Background: an optimization exercise with open tools, aiming at small area. Do not read the settings as production practice. Only simulation tests tie the RTL to the original design; equivalence was not proved. Power and IR drop assume default switching activity.

File: flow/constraint.sdc
create_clock -name core_clock -period 40.0 [get_ports {clk}]
set_input_delay 8.0000 -clock core_clock [delete_from_list [all_inputs] [get_ports {clk}]]
set_output_delay 8.0000 -clock core_clock [all_outputs]
set_load 0.01 [all_outputs]
File: flow/run.sh
#!/bin/bash
# synth_recipe.tcl (not shown) runs the flow's synth.tcl, then flattens the netlist and writes it again
# the make line also repeats each setting of config.mk as NAME=value (left out here)
make -C /OpenROAD-flow-scripts/flow DESIGN_CONFIG=/design/flow/config.mk WORK_HOME=/design/flow/orfs CLKGATE_MAP_FILE= SYNTH_SCRIPT=/design/flow/synth_recipe.tcl finish
File: flow/config.mk
export PLATFORM = sky130hd
export DESIGN_NAME = Snake
export DESIGN_NICKNAME = Snake
export VERILOG_FILES = /design/flow/design.v
export SDC_FILE = /design/flow/constraint.sdc
export NUM_CORES = 4
export LEC_CHECK = 0
export CAP_MARGIN = 20
export CORE_MARGIN = 2
export CORE_UTILIZATION = 40
export SLEW_MARGIN = 20
File: flow/design.v
`timescale 1ns / 1ps
module BCD (input [15:0] binary, output reg [15:0] BCDcode);
	reg [3:0] Thousands;
	reg [3:0] Hundreds;
	reg [3:0] Tens;
	reg [3:0] Ones;
	integer i;
	always @ (*)
	begin
		Thousands = 4'd0;
		Hundreds = 4'd0;
		Tens = 4'd0;
		Ones = 4'd0;
		for (i=10; i>=0; i = i-1)
		begin
			if (Thousands >= 5)
				Thousands = Thousands +3;
			if (Hundreds >= 5)
				Hundreds = Hundreds + 3;
			if (Tens >= 5)
				Tens = Tens + 3;
			if (Ones >= 5)
				Ones = Ones + 3;
			Thousands = Thousands << 1;
			Thousands[0] = Hundreds[3];
			Hundreds = Hundreds << 1;
			Hundreds[0] = Tens[3];
			Tens = Tens << 1;
			Tens[0] = Ones[3];
			Ones = Ones << 1;
			Ones[0] = binary[i];
		end
		BCDcode = {Thousands, Hundreds, Tens, Ones};
	end
endmodule
`timescale 1ns / 1ps
module bin27(bin, seven);
	input [3:0] bin; 
	output reg [6:0] seven;
	always @ (*)
	case (bin)
		4'b0000: seven= 7'b1000000;
		4'b0001: seven= 7'b1111001;
		4'b0010: seven= 7'b0100100;
		4'b0011: seven= 7'b0110000;
		4'b0100: seven= 7'b0011001;
		4'b0101: seven= 7'b0010010;
		4'b0110: seven= 7'b0000010;
		4'b0111: seven= 7'b1111000;
		4'b1000: seven= 7'b0000000;
		4'b1001: seven= 7'b0010000;
		4'b1010: seven= 7'b0001000;
		4'b1011: seven= 7'b0000011;
		4'b1100: seven= 7'b1000110;
		4'b1101: seven= 7'b0100001;
		4'b1110: seven= 7'b0000110;
		4'b1111: seven= 7'b0001110;
		default: seven= 7'b1111111;
	endcase
endmodule
module clk1khz(clk, reset, oclk, tick);
	input clk;
	input reset;
	output reg oclk;
	output tick;
	reg [15:0] count;  
	wire oclk_n = (count >= 16'b1100001101010000);  
	assign tick = oclk_n & ~oclk;
	always @ (posedge clk) begin
		if (reset) begin
			count <= 16'd0;
			oclk <= 1'b0;
		end
		else begin
			count<=count+ 1'b1;
			oclk <= oclk_n;
		end
	end
endmodule
`timescale 1ns / 1ps
module big2small(bigbin, smallbin, AN, clk, reset, en);
	input [15:0] bigbin;
	output reg [3:0] smallbin;
	output reg [3:0] AN;
	input clk;
	input reset;
	input en;
	reg [1:0] count; 
	always @(posedge clk) begin
		if (reset) begin
			AN <= 0;
			smallbin <= 0;
			count <= 2'b00;
		end
		else if (en) begin
			case (count)
			2'b00: begin 
				AN<=4'b1110;
				smallbin <= bigbin[3:0];
			end
			2'b01: begin 
				AN<=4'b1101;
				smallbin<=bigbin[7:4];
			end
			2'b10: begin 
				AN<=4'b1011;
				smallbin<=bigbin[11:8];
			end
			default: begin 
				AN<=4'b0111;
				smallbin<=bigbin[15:12];
			end
			endcase
			count <= count+1'b1;
		end
	end
endmodule
`timescale 1ns / 1ps
module vga_controller (pixel_clk,reset,HS,VS,hcounter,vcounter,blank);
	input pixel_clk;
	input reset;
	output reg HS, VS;
	output reg blank;
	output reg [10:0] hcounter, vcounter;
	parameter HMAX = 800;
	parameter VMAX = 525;
	parameter HLINES = 640;
	parameter HFP = 648;
	parameter HSP = 744;
	parameter VLINES = 480;
	parameter VFP = 482;
	parameter VSP = 484;
	parameter SPP = 0;
	wire video_enable;
	always@(posedge pixel_clk)begin
		if (reset) blank <= 1'b1;
		else blank <= ~video_enable; 
	end
	always@(posedge pixel_clk)begin
		if (reset) hcounter <= 0;
		else if(hcounter == HMAX) hcounter <= 0;
		else hcounter <= hcounter + 1'b1;
	end
	always@(posedge pixel_clk)begin
		if (reset) vcounter <= 0;
		else if(hcounter == HMAX) begin
			if(vcounter == VMAX) vcounter <= 0;
			else vcounter <= vcounter + 1'b1; 
		end
	end
	always@(posedge pixel_clk)begin
		if (reset) HS <= ~SPP;
		else if(hcounter >= HFP && hcounter < HSP) HS <= SPP;
		else HS <= ~SPP; 
	end
	always@(posedge pixel_clk)begin
		if (reset) VS <= ~SPP;
		else if(vcounter >= VFP && vcounter < VSP) VS <= SPP;
		else VS <= ~SPP; 
	end
	assign video_enable = (hcounter < HLINES && vcounter < VLINES) ? 1'b1 : 1'b0;
endmodule
`timescale 1ns / 1ps
module Snake(
	input up, 
	input down, 
	input left, 
	input right, 
	input reset, 
	input clk,
	output reg B, 
	output reg R, 
	output reg G,
	output VS, 
	output HS,  
	output [3:0] AN, 
	output [6:0] seven,
	input speed);
	parameter SLOW_BIT = 17;
	parameter FAST_BIT = 14;
	parameter S_IDLE = 0;
	parameter S_UP = 1;
	parameter S_DOWN = 2;
	parameter S_LEFT = 4;
	parameter S_RIGHT = 8;
	wire [10:0] hcount, vcount;
	wire blank;
	wire snakehead;
	wire food;
	wire [15:0] BCDcode;
	wire [3:0] smallbin;
	wire [15:0] scorewire;
	wire clk1khz;
	wire scan_tick;
	integer i;
	reg [15:0] score;
	reg [10:0] foodx, foody; 
	reg [15:0] foodxcount, foodycount;
	reg [10:0] x, y;
	reg [10:0] x1 [1:25];
	reg [10:0] y1 [1:25];
	reg [SLOW_BIT:0] slow_count;
	reg slow_clk;
	reg [4:0] state, next_state;
	reg d_up, d_down, d_left, d_right;
	reg lose; 
	assign scorewire = score;
	clk1khz 		clock(clk, reset, clk1khz, scan_tick);
	BCD 			bcd(scorewire, BCDcode);
	big2small 	long2short(BCDcode, smallbin, AN, clk, reset, scan_tick);
	bin27 		bin2seven(smallbin, seven);
	vga_controller vc(.pixel_clk(clk), 
							.reset(reset),
							.HS(HS), 
							.VS(VS), 
							.hcounter(hcount), 
							.vcounter(vcount), 
							.blank(blank));
	assign snakehead = ~blank & (hcount >= x & hcount <= x+20 & vcount >= y & vcount <= y+20);
	assign food= ~blank & (hcount >=foodx & hcount <= foodx + 20 &vcount >= foody & vcount <= foody + 20);
	reg [SLOW_BIT:0] n_slow_count;
	reg n_slow_clk, move;
	reg [4:0] n_state, n_next_state;
	reg n_d_up, n_d_down, n_d_left, n_d_right;
	reg n_lose, n_B, n_R, n_G;
	reg [15:0] n_score, n_foodxcount, n_foodycount;
	reg [10:0] n_foodx, n_foody, n_x, n_y;
	reg [25:1] snakeseg;
	reg [4:1] wall;
	reg eaten, is_seg, is_wall, shift;
	always @(*) begin
		n_state = state;
		n_d_up = d_up; n_d_down = d_down; n_d_left = d_left; n_d_right = d_right;
		n_lose = lose;
		n_score = score;
		n_foodx = foodx; n_foody = foody;
		n_foodxcount = foodxcount; n_foodycount = foodycount;
		if (lose==1'b1) begin
			n_d_up =0; n_d_down=0; n_d_left=0; n_d_right =0;
			n_state = next_state;
		end
		else begin
			n_foodxcount = (foodxcount + 5'd20) % 10'd600;
			n_foodycount = (foodycount + 5'd20) % 9'd420;
			if (up==1'b1 && d_down == 1'b0) begin
				n_d_up =1; n_d_down=0; n_d_left=0; n_d_right =0; 
				n_state = next_state;
			end
			else if (down==1'b1 && d_up== 1'b0) begin
				n_d_up =0; n_d_down=1; n_d_left=0; n_d_right =0; 
				n_state = next_state;
			end
			else if (left==1'b1 && d_right==1'b0) begin
				n_d_up =0; n_d_down=0; n_d_left=1; n_d_right =0; 
				n_state = next_state;
			end
			else if (right==1'b1 && d_left==1'b0) begin
				n_d_up =0; n_d_down=0; n_d_left=0; n_d_right =1; 
				n_state = next_state;
			end
		end
		for (i = 1; i<=25; i = i+1)
			snakeseg[i] = (score >= i) & ~blank & (hcount >=x1[i]+1 & hcount <= x1[i] + 19 &vcount >= y1[i]+1 & vcount <= y1[i]+19);
		wall[1]= ~blank & (hcount >= 1 & hcount <= 639 & vcount >= 1 & vcount <= 19);
		wall[2]= ~blank & (hcount >= 1 & hcount <= 639 & vcount >= 461 & vcount <= 479);
		wall[3]= ~blank & (hcount >= 1 & hcount <= 19 & vcount >= 1 & vcount <= 479);
		wall[4]= ~blank & (hcount >= 621 & hcount <= 639 & vcount >= 1 & vcount <= 479);
		for (i = 1; i<=25; i = i+1)
			if (snakehead && snakeseg[i])
				n_lose=1'b1;
		for (i = 1; i<=4; i = i+1)
			if (snakehead && wall[i])
				n_lose=1'b1;
		if (snakehead && food) begin
			n_score = score+1'd1;
			n_foodx = n_foodxcount[10:0];
			n_foody = n_foodycount[10:0];
		end
		eaten = 0;
		for (i = 1; i<=25; i = i+1)
			if (food && snakeseg[i])
				eaten = 1;
		for (i = 1; i<=4; i = i+1)
			if (food && wall[i])
				eaten = 1;
		if(eaten) begin
			n_foodx = n_foodxcount[10:0];
			n_foody = n_foodycount[10:0];
		end
		is_seg = |snakeseg;
		is_wall = |wall;
		n_B = (is_wall||food||((snakehead || is_seg)&&~n_lose));
		n_G = (is_wall||food||((snakehead || is_seg)&&~n_lose));
		n_R = (is_wall||food||(snakehead || is_seg));
		n_slow_count = slow_count + 1'b1;
		n_slow_clk = (speed == 1'b1) ? n_slow_count[FAST_BIT] : n_slow_count[SLOW_BIT];
		move = n_slow_clk & ~slow_clk;
		n_x = x; n_y = y;
		n_next_state = next_state;
		shift = 0;
		if (move) begin
			shift = (state == S_UP || state == S_DOWN || state == S_LEFT || state == S_RIGHT);
			case (state)
				S_UP:
					n_y = y - 11'd20;
				S_DOWN:
					n_y = y + 11'd20;
				S_LEFT:
					n_x = x - 11'd20;
				S_RIGHT:
					n_x = x + 11'd20;
				default: ;
			endcase
			n_next_state = {1'b0, d_right , d_left, d_down, d_up};
		end
	end
	always @(posedge clk) begin
		if (reset == 1'b1) begin
			d_up <=0; d_down<=0; d_left<=0; d_right <=0;
			state <= S_IDLE;
			next_state <= S_IDLE;
			lose <= 1'b0;
			score <= 16'b0;
			foodx <= 11'd400;
			foody <= 11'd400;
			foodxcount <= 16'd400;
			foodycount <= 16'd400;
			slow_count <= 0;
			slow_clk <= 1'b0;
			x <= 11'd100; 
			y <= 11'd100;
			B <= 1'b0; R <= 1'b0; G <= 1'b0;
		end
		else begin
			d_up <= n_d_up; d_down <= n_d_down; d_left <= n_d_left; d_right <= n_d_right;
			state <= n_state;
			next_state <= n_next_state;
			lose <= n_lose;
			score <= n_score;
			foodx <= n_foodx;
			foody <= n_foody;
			foodxcount <= n_foodxcount;
			foodycount <= n_foodycount;
			slow_count <= n_slow_count;
			slow_clk <= n_slow_clk;
			x <= n_x;
			y <= n_y;
			B <= n_B; R <= n_R; G <= n_G;
		end
	end
	always @(posedge clk) begin
		if (reset == 1'b1) begin
			for (i = 1; i<=25; i = i+1) begin
				x1[i] <= 11'd0;
				y1[i] <= 11'd0;
			end
		end
		else if (shift) begin
			for (i = 25; i>1; i = i-1) begin
				x1[i] <= x1[i-1];
				y1[i] <= y1[i-1];
			end
			x1[1] <= x; y1[1] <= y;
		end
	end
endmodule
==> run notes <==
Critical path:
- At the worst endpoint, the arrival time is 12.58 ns.
- STA classifies the critical path endpoint as a flop.
- STA puts the critical path data required time at 40.59 ns.
- The largest fanout of any net on the critical path is 91.
- STA classifies the critical path startpoint as an input port.
- The critical path in this run is classified as in -> reg.

Clocking:
- In this run, post-CTS hold repair placed 0 buffers.
- For the worst-skew pair, the clock arrives at the later sink with an insertion delay of 0.66 ns.
- The number of buffers added for setup after CTS is 0.
- The root buffer cell chosen for the clock tree is clkbuf_16.
- TritonCTS built the clock tree.
- The clock tree buffer depth is 3.
- The H-tree depth is 3.
- Buffers inserted during clock tree synthesis total 78.
- The number of gates given a new drive strength after cts is 0.
- Clock-pin slew was measured on the worst setup and hold paths at 0.06 ns.
- The clock net in this run drives a total of 623 sinks.

Synthesis:
- The proportion of register bits with asynchronous set or reset after synthesis is 0%.
- The count of yosys warnings during synthesis is 8.
- In the synthesized netlist, the number of instances is 7481.
- In this run the cell area of the synthesized design comes to 57100 sq um.
- For this run, the register share of the synthesized area comes to 21.8%.
- The total of flip-flops plus latches after synthesis is 623.
- For this run, the leading register cell type out of synthesis is dfxtp_1.
- The number of unique standard cell types used by synthesis is 128.
- The average cell area after synthesis is 7.63 sq um.
- Counting every net in the synthesized netlist gives 8494.
- In this run, synthesis inferred 0 flip-flops with an integrated enable.

Pwr:
- The worst vdd rail ir drop is 0.0000316 V.
- The proportion of total power due to net switching is 31.3%.
- Summed over all cells, the static leakage comes to 23.7 nW.
- In this run the power density over the cells is 28.0 nW/um^2.
- The combinational group share of total power is 20.3%.
- The cell-internal power is 0.00119 W.
- For this design the total switching power over the nets is 0.000543 W.
- Per report_power, the sequential group accounts for 37.0% of the total.
- In this run, the clock network consumes 42.7% of the power.

Min path:
- The class of the most critical hold timing path is reg -> reg.

Layout:
- The area of combinational cells with multiple inputs is 41300 sq um.
- The area overhead of the layout relative to synthesis is 8.40%.
- The count of filler cells inserted in the layout is 14500.
- The sequential cells in the finished layout cover a total of 12500 sq um.
- The fraction of final layout cells sized beyond drive strength 1 is 4.45%.
- The final-stage net count is 8411.
- The final standard cell utilization of the core is 43.7%.

Die:
- Measured along the y axis, the die boundary spans 382 um.
- The initial utilization of the core area, before any placement, comes to 40.3%.
- The floorplan die width is 382 um.
- The floorplan has 138 rows.
- The number of top-level pins is 23.
- The area inside the core boundary is 142000 sq um.
- The die covers 146000 sq um.

STA:
- The total setup violations reported at the end of the flow is 0.
- Setup repair after global routing left no endpoint under its margin.
- The worst-case headroom to the max-slew limit is 28.5%.
- The aggregate negative setup slack is 0 ns.
- The transition at the pin with the smallest max-transition slack is 1.07 ns.
- For the final database, setup skew stands at 0.0238 ns.
- Based on the critical path, the design can be clocked at up to 83.4 MHz.
- The clock period minus worst slack is 11.99 ns.
- The hold violation count in the final report is 0.
- The portion of the clock cycle consumed by the worst path in the final layout is 30.0%.
- The final max-slew violation count came to 0.

Global routing:
- The initial antenna violation count was 4.
- Global routing finished with a remaining overflow of 0.
- The total global-route track usage is 21.4%.
- The largest net degree at the start of global routing is 98.
- The via count of the first global-routing pass is 49400.
- The global-route wire length before repair is 261 mm.

Drt:
- The total wirelength of the detailed-routed design is 159 mm.
- The number of iterations in the first detailed-routing pass is 5.
- The via density per instance is 5.50.
- After the first detailed-routing iteration, the DRC count stood at 2930.
- Dividing the detail-routed wire length by the instance count gives 17.1 um.
- The antenna violation net count after detailed routing is 0.
- For this block, the via count after detailed routing is 51400.
- The DRC violations left is 0.

Outcome:
- The run finished with no timing, DRC or antenna violations.

Placed design:
- The HPWL after detailed placement is 115 mm.
- The routability congestion estimate is 0.865.
- Port buffering added 22 buffers.

Flow run:
- Across the run, the number of max-cap violations was 0.
flip-flops by register name, summed over array words and instances, names as in the netlist, 7 cells and up:
register	flops
score	16
seven	7
slow_count	18
x1	225
clock.count	16
vc.hcounter	11
vc.vcounter	11
y	9
foody	9
foodx	9
x	9
foodycount	14
foodxcount	14
y1	225
power by group through the flow:
stage / clock [W] / sequential [W] / combinational (W)
finish: 0.000741 / 0.000643 / 0.000352
global route: 0.000783 / 0.000644 / 0.000389
CTS: 0.000760 / 0.000642 / 0.000348
detailed placement: 0 / 0.000656 / 0.000346
global placement: 0 / 0.000656 / 0.000341
floorplan: 0 / 0.000646 / 0.000285
layout make-up:
type | count | area share (%)
clock inverter | 35 | 0.675
inverter | 628 | 3.81
tap | 1890 | 3.82
antenna | 1 | 0.00404
timing repair buffer | 81 | 1.08
sequential | 623 | 20.2
clock buffer | 105 | 3.63
multi-input combinational | 5986 | 66.8
metal layers:
layer | routed length, um | GRT usage [%] | vias up
met2 | 74500 | 36.7 | 878
li1 | - | - | 25900
met4 | 3620 | 5.76 | 6
met1 | 75100 | 28.2 | 24300
met3 | 6140 | 2.35 | 219
met5 | 41 | 0 | -
worst max-delay path: stages:
cell             delay [ns]
clkdlybuf4s50_1        0.41
mux2_2                 0.23
nor2_1                 0.13
nor4b_2                0.20
buf_4                  0.20
nor2_4                 0.39
buf_4                  0.74
buf_4                  0.86
buf_4                  0.86
nand2_1                0.14
a21oi_1                0.16
worst paths after layout:
check,start,to,slack (ns),cells after the start
worst max-delay path,speed,x1[10][2]$_SDFFE_PP0P_,28.01,11
worst min-delay path,slow_count[0]$_SDFF_PP0_,slow_count[0]$_SDFF_PP0_,0.45,1
worst max register to register,score[9]$_SDFFE_PP0P_,seven[0]$_DFF_P_,30.41,42
worst min register to register,slow_count[0]$_SDFF_PP0_,slow_count[0]$_SDFF_PP0_,0.45,1
placed cells by master (no fill, tap or decap), drive strengths merged, types with 30 or more instances in the layout:
master	synthesis	layout
nor4	38	38
a21o	114	114
nand2	1104	1104
clkbuf	214	105
o21a	56	56
or3	35	35
and3	90	90
nor2	301	301
inv	620	625
nor3	178	178
nand4b	30	30
clkinv	8	30
nand2b	244	244
nand3	245	245
buf	30	60
xor2	69	69
o21ai	344	344
a21oi	919	919
a211oi	35	35
nor2b	216	216
dfxtp	623	623
ha	1004	1004
nand4	93	93
mux2i	62	62
xnor2	390	390
stage by stage:
step / instances / power (W) / area [sq um] / setup WS, ns / hold WS [ns]
finish: 9349 / 0.00174 / 61900 / 28.01 / 0.449
floorplan: 7481 / 0.000931 / 57100 / 29.50 / 0.418
detailed placement: 9208 / 0.00100 / 59200 / 27.35 / 0.439
global placement: 9208 / 0.000997 / 59200 / 27.42 / 0.436
CTS: 9348 / 0.00175 / 61900 / 28.04 / 0.452
global route: 9349 / 0.00182 / 61900 / 27.63 / 0.475
cell usage after synthesis (30+ instances only):
cell | number | area share (%)
mux2i_1 | 62 | 1.1
and3_1 | 90 | 0.99
dfxtp_1 | 623 | 22
nor4_1 | 36 | 0.39
inv_1 | 620 | 4.1
nor3_1 | 172 | 1.5
a21oi_1 | 909 | 8.0
nor2b_1 | 216 | 2.4
clkbuf_1 | 213 | 1.4
or3_1 | 33 | 0.36
nand4_1 | 90 | 0.99
nor2_1 | 299 | 2.0
o21a_1 | 55 | 0.72
nand3_1 | 243 | 2.1
nand2_1 | 1104 | 7.3
xnor2_1 | 383 | 5.9
ha_1 | 1004 | 22
a21o_1 | 113 | 1.5
xor2_1 | 64 | 0.98
o21ai_0 | 314 | 2.8
a211oi_1 | 34 | 0.45
nand4b_1 | 30 | 0.46
nand2b_1 | 244 | 2.7
cell families after synthesis:
kind of cell	synth area share [%]
simple gates	22.9
flops	21.8
mux	1.32
fa+ha+maj	22.1
xor+xnor	7.26
buf+inv	5.84
compound gates	18.7

[re-timing with driven ports]
The flow's constraints put no driver on any port. The routed layout listed below was extracted and timed again, unchanged, in two steps. Step 1 (the two cells are an assumption about what drives the block):
set clk [get_ports {clk}]
set_driving_cell -lib_cell sky130_fd_sc_hd__clkbuf_16 $clk
set_driving_cell -lib_cell sky130_fd_sc_hd__buf_2 [delete_from_list [all_inputs] $clk]
Step 2 times the ports against the registers' clock, not the clock port: input delays grow and output delays shrink by t, the midpoint of the rising clock arrivals with the driver on. Three values: ideal, step 1, step 2; two values: the first two.
t, ns: 0.732
setup slack, ns: 28.010 / 28.067 / 27.335
cell pins on the clock port's net: 1
After both steps this run still meets setup and hold. The setup slack of this run moves by +0.057 ns with the drivers and by -0.675 ns with both steps.
